Context: an optimization exercise on an open-source flow, tuned for small area. The choices shown serve that exercise and are no tape-out recipe.
No functional check of the RTL was part of any run shown here.

## flow/design.v (module list and top-level ports; edited modules follow where they fit)
// module fir: 1257 lines
// module fa: 4 lines
// module ha: 4 lines
// module hn: 4 lines
module fir(
    input clk,
    input rst,
    input signed [15:0] x_in,
    output reg signed [31:0] y_out
);
  // ...
==> flow/flow/run.sh <==
#!/bin/bash
# Own flow: the standard layout (standard.sh) with two changes:
#  - the port buffers that global placement inserts are the smallest buffer
#    cell (buf_1) instead of the default choice;
#  - clock tree synthesis does not add dummy loads.
set -euo pipefail
export BUFFER_PORTS_ARGS="-buffer_cell sky130_fd_sc_hd__buf_1"
export CTS_ARGS="-sink_clustering_enable -repair_clock_nets -sink_clustering_size 18 -sink_clustering_max_diameter 70 -buf_list sky130_fd_sc_hd__clkbuf_8 -dont_use_dummy_load"
bash standard.sh > standard.log 2>&1
==> flow/standard.sh <==
#!/bin/bash
# synth_recipe.tcl (not shown) runs the flow's synth.tcl, then flattens the netlist and writes it again
# the make line also repeats each setting of config.mk as NAME=value (left out here)
make -C /OpenROAD-flow-scripts/flow DESIGN_CONFIG=/design/flow/config.mk WORK_HOME=/design/flow/orfs CLKGATE_MAP_FILE= SYNTH_SCRIPT=/design/flow/synth_recipe.tcl "${@:-finish}"
==> flow/config.mk <==
export PLATFORM = sky130hd
export DESIGN_NAME = fir
export DESIGN_NICKNAME = fir
export VERILOG_FILES = /design/flow/design.v
export SDC_FILE = /design/flow/constraint.sdc
export NUM_CORES = 4
export LEC_CHECK = 0
export CAP_MARGIN = 20
export CORE_MARGIN = 2
export CORE_UTILIZATION = 60
export CTS_BUF_LIST = sky130_fd_sc_hd__clkbuf_8
export CTS_CLUSTER_DIAMETER = 70
export CTS_CLUSTER_SIZE = 18
export PLACE_DENSITY = 0.75
export SLEW_MARGIN = 20
export SYNTH_HIERARCHICAL = 1
export SYNTH_MINIMUM_KEEP_SIZE = 0
==> flow/constraint.sdc <==
create_clock -name core_clock -period 12.0 [get_ports {clk}]
set_input_delay 2.4000 -clock core_clock [delete_from_list [all_inputs] [get_ports {clk}]]
set_output_delay 2.4000 -clock core_clock [all_outputs]
set_load 0.01 [all_outputs]
==> summary.md, run 1 <==
| Metric | Value |
|---|---|
| Final Skew | around 59 ps |
| PortBufs | 49 |
| WL final | between 40000 and 50000 um |
| Hold_sp | r0[8] |
| Crit path capture type | register |
| Outcome | timing/DRC/antenna clean |
| Slew @ Worst Pin | 955 ps |
| Commonest non-fill, non-tap cell in the layout | fa_1 |
| Hpwl dp | 36100 um |
| GR peak layer | met1 |
| Count of cell types in the netlist | 27 |
| Area-dominant class | multi-input combinational cells |
| RSZ-0062 raised after global routing | true |
| FP Rows | 65 |
| Post-Synth Adder-Cell Area | 58.1% |
| Top Ports | 50 |
| Synth Flop Type | dfrtp_1 |
| DIE AREA | between 30000 and 40000 um2 |
| Hold Path Class | reg -> reg |
| Sink Count | 288 |
| Total gr overflow | 0 |
| Seq area share | 33.9% |
| Register bit total from synthesis | 288 |
==> run 2: changes to the inputs <==
--- a/flow/config.mk
+++ b/flow/config.mk
@@ -11,6 +11,7 @@
 export CTS_BUF_LIST = sky130_fd_sc_hd__clkbuf_8
 export CTS_CLUSTER_DIAMETER = 70
 export CTS_CLUSTER_SIZE = 18
+export GPL_TIMING_DRIVEN = 0
 export PLACE_DENSITY = 0.75
 export SLEW_MARGIN = 20
 export SYNTH_HIERARCHICAL = 1
==> summary.md, run 2 <==
| Metric | Value |
|---|---|
| End point of the critical path | y_out[30] (was y_out[28]) |
| Placed Instance Area | 20000 um2 (was 20500 um2) |
| Core area | 31600 um2 (unchanged) |
| Hold buffers post-CTS | 0 (unchanged) |
| Outcome | timing/DRC/antenna clean (unchanged) |
| DIE AREA | 33600 um2 (unchanged) |
| Post-synthesis cell area | 19300 um2 (unchanged) |
| Via count | 8635 (was 8761) |
| Reg2reg start | r6[0] (was r7[0]) |
| Via density per instance | 5.49 (was 5.40) |
| Crit path capture type | register (unchanged) |
| Nets@finish | 1768 (was 1815) |
| Commonest cells after routing, fill and taps aside | fa_1, dfrtp_1, inv_1 (unchanged) |
| WL final | 39500 um (was 40800 um) |
| Arrival @ worst endpoint | 12220 ps (was 12170 ps) |
| Drt pass-1 iters | 4 (was 5) |
| H-tree depth | 1 (unchanged) |
| Post-synth EDFFs | 0 (unchanged) |
| Slew @ Worst Pin | 686 ps (was 955 ps) |
| CTS clk-pin slew, worst paths | 100 ps (about the same) |
| Syn Nets | 1644 (unchanged) |
| Fill cell count | 2175 (was 2086) |
| Initial DRC Count | 672 (was 621) |
| R2R depth | 33 (was 32) |
| WP data required | 12470 ps (was 12450 ps) |
| Final std cells w/o fill | 1574 (was 1621) |
| Critical path class | reg -> reg (unchanged) |
| TritonCTS Buffers | 24 (was 21) |
| FF-to-FF End | y_out[30] (was y_out[28]) |
| Register bit total from synthesis | 288 (unchanged) |
| Synth Area per Inst | 18.3 um2 (unchanged) |
| Syn-to-layout area delta | 9.26% (was 10.8%) |
| Max Fclk | 85.1 MHz (was 85.3 MHz) |
| Sequential area share after synthesis | 37.5% (unchanged) |
| Global-route wire length before repair | 60700 um (was 62300 um) |
| Worst-path fanout max | 4 (was 2) |
| Max reg flops | 32 (unchanged) |
| Async SR Flop Fraction | 100% (unchanged) |
| Clock latency on the worst-skew pair | 580 ps (about the same) |
| CTS tree | built (unchanged) |
| Top Ports | 50 (unchanged) |
| Max_cap viols | 0 (unchanged) |
| Design area | 21000 um2 (was 21300 um2) |
| Crit path launch | r6[0] (was r7[0]) |
| Hpwl dp | 34500 um (was 36100 um) |
| Yosys top cell by area | fa_1 (unchanged) |
| R2r setup slk | 240 ps (was 280 ps) |
| Top cell type's share of synthesized area | 55.3% (unchanged) |
| # diodes | 0 (unchanged) |
| Ranking of synthesized cells by area | fa_1, dfrtp_1, ha_1 (unchanged) |
| Fin crit share | 98.0% (was 97.6%) |
| Synth warn | 7 (unchanged) |
| Hold Path Class | reg -> reg (unchanged) |
| Layout cells sized above 1 | 18.9% (was 21.8%) |
| CTS root buf | clkbuf_8 (unchanged) |
| Slowest stage cell, crit path | fa_1 (was fa_2) |
| Number of global-route vias before repair | 10259 (was 10330) |
| Total gr overflow | 0 (unchanged) |
| Startpoint Class | register (unchanged) |
| Crit-path max cell delay | 520 ps (was 600 ps) |
| FF/Latch Area | 7230 um2 (unchanged) |
| Die W | 183 um (unchanged) |
| Final min period | 11760 ps (was 11720 ps) |
| Final Hold Fails | 0 (unchanged) |
| RSZ-0062 raised after global routing | true (unchanged) |
| Die Ht | 183 um (unchanged) |
| Largest net degree at the start of global routing | 117 (was 121) |
| Commonest non-fill, non-tap cell in the layout | fa_1 (unchanged) |
| Sink Count | 288 (unchanged) |
| FP Rows | 65 (unchanged) |
| Gr usage total | 25.8% (was 26.4%) |
| Count of cell types in the netlist | 27 (unchanged) |
| Syn Inst Count | 1050 (unchanged) |
| CTS max path bufs | 3 (unchanged) |
| WL/cell | 25.1 um (was 25.2 um) |
| Count leader, synth | fa_1 (unchanged) |
| Worst relative slew slack | 54.2% (was 36.3%) |
| Antenna-violating nets left | 0 (unchanged) |
| PortBufs | 49 (unchanged) |
| Area of the multi-input gates | 11900 um2 (was 11800 um2) |
| Initial antenna violation count | 0 (unchanged) |
| Placed cells | 1503 (was 1568) |
| Starting Density | 61.0% (unchanged) |
| Synth Flop Type | dfrtp_1 (unchanged) |
| Reg with most FFs | y_out (unchanged) |
| Final Skew | 62.0 ps (was 58.6 ps) |
| Drt drc | 0 (unchanged) |
| Final Setup Violations | 0 (unchanged) |
| Synth cell count leaders | fa_1, dfrtp_1, inv_1 (unchanged) |
| Slew Viols, Final | 0 (unchanged) |
| Hold Slack | 336 ps (was 328 ps) |
| Crit-path most repeated cell | fa_1 (was fa_2) |
| Routability Congestion | 0.916 (was 0.975) |
==> run 2: cell counts after synthesis <==
Identical to the previous run, type by type.
==> run 2: cells by family after synthesis <==
logic type | Yosys count | share of synthesized area, %
adder cells (fa/ha/maj) | 576 | 58.1
buffers and inverters | 141 | 2.75
AO/OA/AOI/OAI | 17 | 0.617
flip-flops | 288 | 37.5
AND/OR/NAND/NOR | 16 | 0.422
XOR/XNOR | 12 | 0.546
==> run 2: how the worst min path moves through the flow <==
stage                     depth (start not counted)    from      end  slack [ps]
after detailed placement                          0   r0[5]    r1[5]         330
after global routing                              0   r0[1]    r1[1]         330
final                                             0  r9[15]  r10[15]         340
after global placement                            0   r0[1]    r1[1]         330
after floorplan                                   0   r0[0]    r1[0]         330
after CTS                                         0  r9[15]  r10[15]         340
==> run 2: area by class of cell <==
class	count	area share (%)
multi-input cells	621	56.3
repair buffers	98	2.81
clock buffers	24	1.57
inverters	141	2.55
flip-flops and latches	288	34.3
well taps	402	2.39
==> run 2: through the flow <==
stage | setup WS (ps) | setup TNS [ps] | util (%)
4_1_cts | 1.18 | 0 | 65.7
6_report | 244 | 0 | 66.7
5_1_grt | -45.7 | -121 | 66.7
3_3_place_gp | -826 | -211280 | 63.2
2_1_floorplan | 522 | 0 | -
3_5_place_dp | -453 | -1930 | 63.4
==> run 2: timing repair <==
| action | 4_1_cts | 5_1_grt |
|---|---|---|
| setup endpoints to repair | 9 | 8 |
| resized for setup | 72 | 57 |
| buffers inserted | 27 | 20 |
| pin swaps | 37 | 34 |
==> run 2: Yosys stat by module, one instance, submodules excluded <==
module	flops+latches	times used
fir	288	1
fa	0	532
ha	0	34
==> run 2: critical path: cells and delay by family (launching register included) <==
| family | cells | cell delay [ps] |
|---|---|---|
| AOI/OAI and AO/OA | 4 | 840 |
| xor gates and xnor gates | 1 | 120 |
| DFF | 1 | 390 |
| buffers and inverters | 2 | 220 |
| adders and majority gates | 26 | 10080 |
==> run 2: layer usage <==
| metal | vias up | global-route usage (%) | share of wire, % |
|---|---|---|---|
| met4 | 0 | 3.49 | 1.1 |
| li1 | 3355 | - | - |
| met3 | 30 | 7.76 | 8.4 |
| met2 | 281 | 35.4 | 43 |
| met1 | 4969 | 42.8 | 47 |
| met5 | - | 0 | 0 |
==> run 3: changes to the inputs <==
--- a/flow/config.mk
+++ b/flow/config.mk
@@ -7,12 +7,11 @@
 export LEC_CHECK = 0
 export CAP_MARGIN = 20
 export CORE_MARGIN = 2
-export CORE_UTILIZATION = 60
+export CORE_UTILIZATION = 70
 export CTS_BUF_LIST = sky130_fd_sc_hd__clkbuf_8
 export CTS_CLUSTER_DIAMETER = 70
 export CTS_CLUSTER_SIZE = 18
-export GPL_TIMING_DRIVEN = 0
-export PLACE_DENSITY = 0.75
+export PLACE_DENSITY = 0.85
 export SLEW_MARGIN = 20
 export SYNTH_HIERARCHICAL = 1
 export SYNTH_MINIMUM_KEEP_SIZE = 0
==> summary.md, run 3 <==
| Metric | Value |
|---|---|
| Arrival @ worst endpoint | 12200 ps (was 12220 ps) |
| DIE AREA | 28900 um2 (was 33600 um2) |
| TritonCTS Buffers | 21 (was 24) |
| Final Setup Violations | 0 (unchanged) |
| Ranking of synthesized cells by area | fa_1, dfrtp_1, ha_1 (unchanged) |
| Fin crit share | 98.2% (was 98.0%) |
| Top Family by Delay on Critical Path | adder cells (unchanged) |
| Layout cells sized above 1 | 18.4% (was 18.9%) |
| Commonest cells after routing, fill and taps aside | fa_1, dfrtp_1, inv_1 (unchanged) |
| Synth Area per Inst | 18.3 um2 (unchanged) |
| Synth warn | 7 (unchanged) |
| # diodes | 0 (unchanged) |
| Max_cap viols | 0 (unchanged) |
| Routability Congestion | 0.984 (was 0.916) |
| Worst relative slew slack | 47.6% (was 54.2%) |
| R2r setup slk | 220 ps (was 240 ps) |
| Top Ports | 50 (unchanged) |
| Number of global-route vias before repair | 10463 (was 10259) |
| Initial antenna violation count | 0 (unchanged) |
| Starting Density | 71.5% (was 61.0%) |
| Placed cells | 1497 (was 1503) |
| CTS tree | built (unchanged) |
| Nets@finish | 1789 (was 1768) |
| Final Skew | 41.5 ps (was 62.0 ps) |
| Largest net degree at the start of global routing | 119 (was 117) |
| Worst-path fanout max | 3 (was 4) |
| Slew @ Worst Pin | 786 ps (was 686 ps) |
| Drt pass-1 iters | 5 (was 4) |
| Commonest non-fill, non-tap cell in the layout | fa_1 (unchanged) |
| Final std cells w/o fill | 1534 (was 1574) |
| Crit-path most repeated cell | fa_1 (unchanged) |
| PnR worst setup slack | 221 ps (was 244 ps) |
| Crit path capture type | register (unchanged) |
| Syn-to-layout area delta | 9.01% (was 9.26%) |
| Die W | 170 um (was 183 um) |
| WP data required | 12420 ps (was 12470 ps) |
| Async SR Flop Fraction | 100% (unchanged) |
| Core area | 27000 um2 (was 31600 um2) |
| Outcome | timing/DRC/antenna clean (unchanged) |
| Post-place setup slack | -205 ps (was -453 ps) |
| Reg with most FFs | y_out (unchanged) |
| Max reg flops | 32 (unchanged) |
| Drt drc | 0 (unchanged) |
| Gr usage total | 31.2% (was 25.8%) |
| Antenna-violating nets left | 0 (unchanged) |
| Sink Count | 288 (unchanged) |
| Top cell type's share of synthesized area | 55.3% (unchanged) |
| Crit-path max cell delay | 570 ps (was 520 ps) |
| WL final | 41600 um (was 39500 um) |
| Initial DRC Count | 725 (was 672) |
| Global-route wire length before repair | 62500 um (was 60700 um) |
| Hold_sp | r4[15] (was r9[15]) |
| Count leader, synth | fa_1 (unchanged) |
| CTS max path bufs | 3 (unchanged) |
| CTS root buf | clkbuf_8 (unchanged) |
| Register bit total from synthesis | 288 (unchanged) |
| Clock latency on the worst-skew pair | 570 ps (was 580 ps) |
| Hpwl dp | 36100 um (was 34500 um) |
| FP Rows | 60 (was 65) |
| PortBufs | 49 (unchanged) |
| Count of cell types in the netlist | 27 (unchanged) |
| Setup tns final | 0 ps (unchanged) |
| Syn Nets | 1644 (unchanged) |
| Sequential area share after synthesis | 37.5% (unchanged) |
| Synth cell count leaders | fa_1, dfrtp_1, inv_1 (unchanged) |
| Hold Path Class | reg -> reg (unchanged) |
| Via count | 8974 (was 8635) |
| Slew Viols, Final | 0 (unchanged) |
| Max Fclk | 84.9 MHz (was 85.1 MHz) |
| Final min period | 11780 ps (was 11760 ps) |
| Via density per instance | 5.85 (was 5.49) |
| Total gr overflow | 0 (unchanged) |
| Post-synth EDFFs | 0 (unchanged) |
| CTS clk-pin slew, worst paths | 110 ps (was 100 ps) |
| Startpoint Class | register (unchanged) |
| Crit path launch | r7[0] (was r6[0]) |
| Reg2reg start | r7[0] (was r6[0]) |
| Yosys top cell by area | fa_1 (unchanged) |
| CP Buf/Inv Count | 4 (was 2) |
| Die Ht | 170 um (was 183 um) |
| Final Hold Fails | 0 (unchanged) |
| H-tree depth | 1 (unchanged) |
| Syn Inst Count | 1050 (unchanged) |
| Post-synthesis cell area | 19300 um2 (unchanged) |
| Synth Flop Type | dfrtp_1 (unchanged) |
| Critical path class | reg -> reg (unchanged) |
| Slowest stage cell, crit path | fa_2 (was fa_1) |
| WL/cell | 27.1 um (was 25.1 um) |
==> run 3: cell counts after synthesis <==
No cell type changed its count.
==> run 3: layer usage <==
layer / wire length, um / track usage (%) / vias to the layer above
li1: - / - / 3399
met1: 17100 / 49.7 / 5106
met2: 18700 / 43.1 / 418
met3: 4860 / 11.9 / 49
met4: 861 / 6.02 / 2
met5: 51 / 1.39 / -
==> run 3: repair_timing <==
item                                    in CTS  in global routing
pin swaps                                    6                 27
setup buffers                                2                 14
gates resized for setup                     21                 85
hold endpoints to repair                     0                  0
hold buffers                                 0                  0
endpoints found under the setup margin       9                  9
==> run 3: logic make-up (layout without fill, tap and decap cells) <==
group,count (synthesis),in the layout,share of synthesized area [%]
flip-flops,288,288,37.5
adder cells (fa/ha/maj),576,576,58.1
XOR/XNOR,12,12,0.546
buffers and inverters,141,284,2.75
AND/OR/NAND/NOR,16,16,0.422
AO/OA/AOI/OAI,17,17,0.617
==> run 3: path summary, 6_finish.rpt <==
| path | end | cells past startpoint |
|---|---|---|
| max | y_out[31] | 33 |
| min | r5[15] | 0 |
| max reg2reg | y_out[31] | 33 |
| min reg2reg | r5[15] | 0 |
| max in group asynchronous | r11[8] | 3 |
| min in group asynchronous | y_out[11] | 2 |
==> run 3: stage by stage <==
stage                     hold slack, ps  area (um2)  utilization, %
after global placement               332       20300            75.4
after detailed placement             335       20300            75.4
after CTS                            335       20700            76.7
final                                335       21000            77.9
after global routing                 326       21000            77.9
after floorplan                      331       19300               -
==> run 3: layout make-up <==
class	count	area [um2]
Tap cell	341	427
Multi-Input combinational cell	621	11800
Inverter	141	537
Sequential cell	288	7230
Fill cell	1445	5950
Timing Repair Buffer	122	739
Clock buffer	21	289
==> run 3: Yosys stat by module, one instance, submodules excluded <==
module	times used	area, um2	flops+latches	cells inside
fa	532	20.0	0	1
fir	1	8190	288	484
ha	34	12.5	0	1

[static timing again, ports no longer ideal]
How much do the figures lean on ideal ports? The routed layouts below were timed once more, with nothing changed but the port constraints.
Step 1 sets driving cells, clkbuf_16 on the clock port and buf_2 on the other inputs (assumed; they add their load-dependent delay and slew).
Step 2 adds t to the input delays and takes it off the output delays; t is the mean of the earliest and latest rising clock arrival at the registers after step 1. Input paths then give back, and output paths get back, about the clock's delay inside the block.
Three values: no drivers, after step 1, after step 2; two values: the first two.
run	shift t [ns]	setup slack, ns	clock arrival spread, ns	slew at the worst register clock pin (ns)	cell pins on the clock port's net
run 1	0.603	0.282 / 0.282 / 0.282	0.059 / 0.059	0.11 / 0.11	1
run 2	0.594	0.244 / 0.244 / 0.244	0.062 / 0.062	0.11 / 0.11	1
run 3	0.591	0.221 / 0.221 / 0.221	0.057 / 0.057	0.11 / 0.11	1
After both steps every run listed still meets setup and hold.
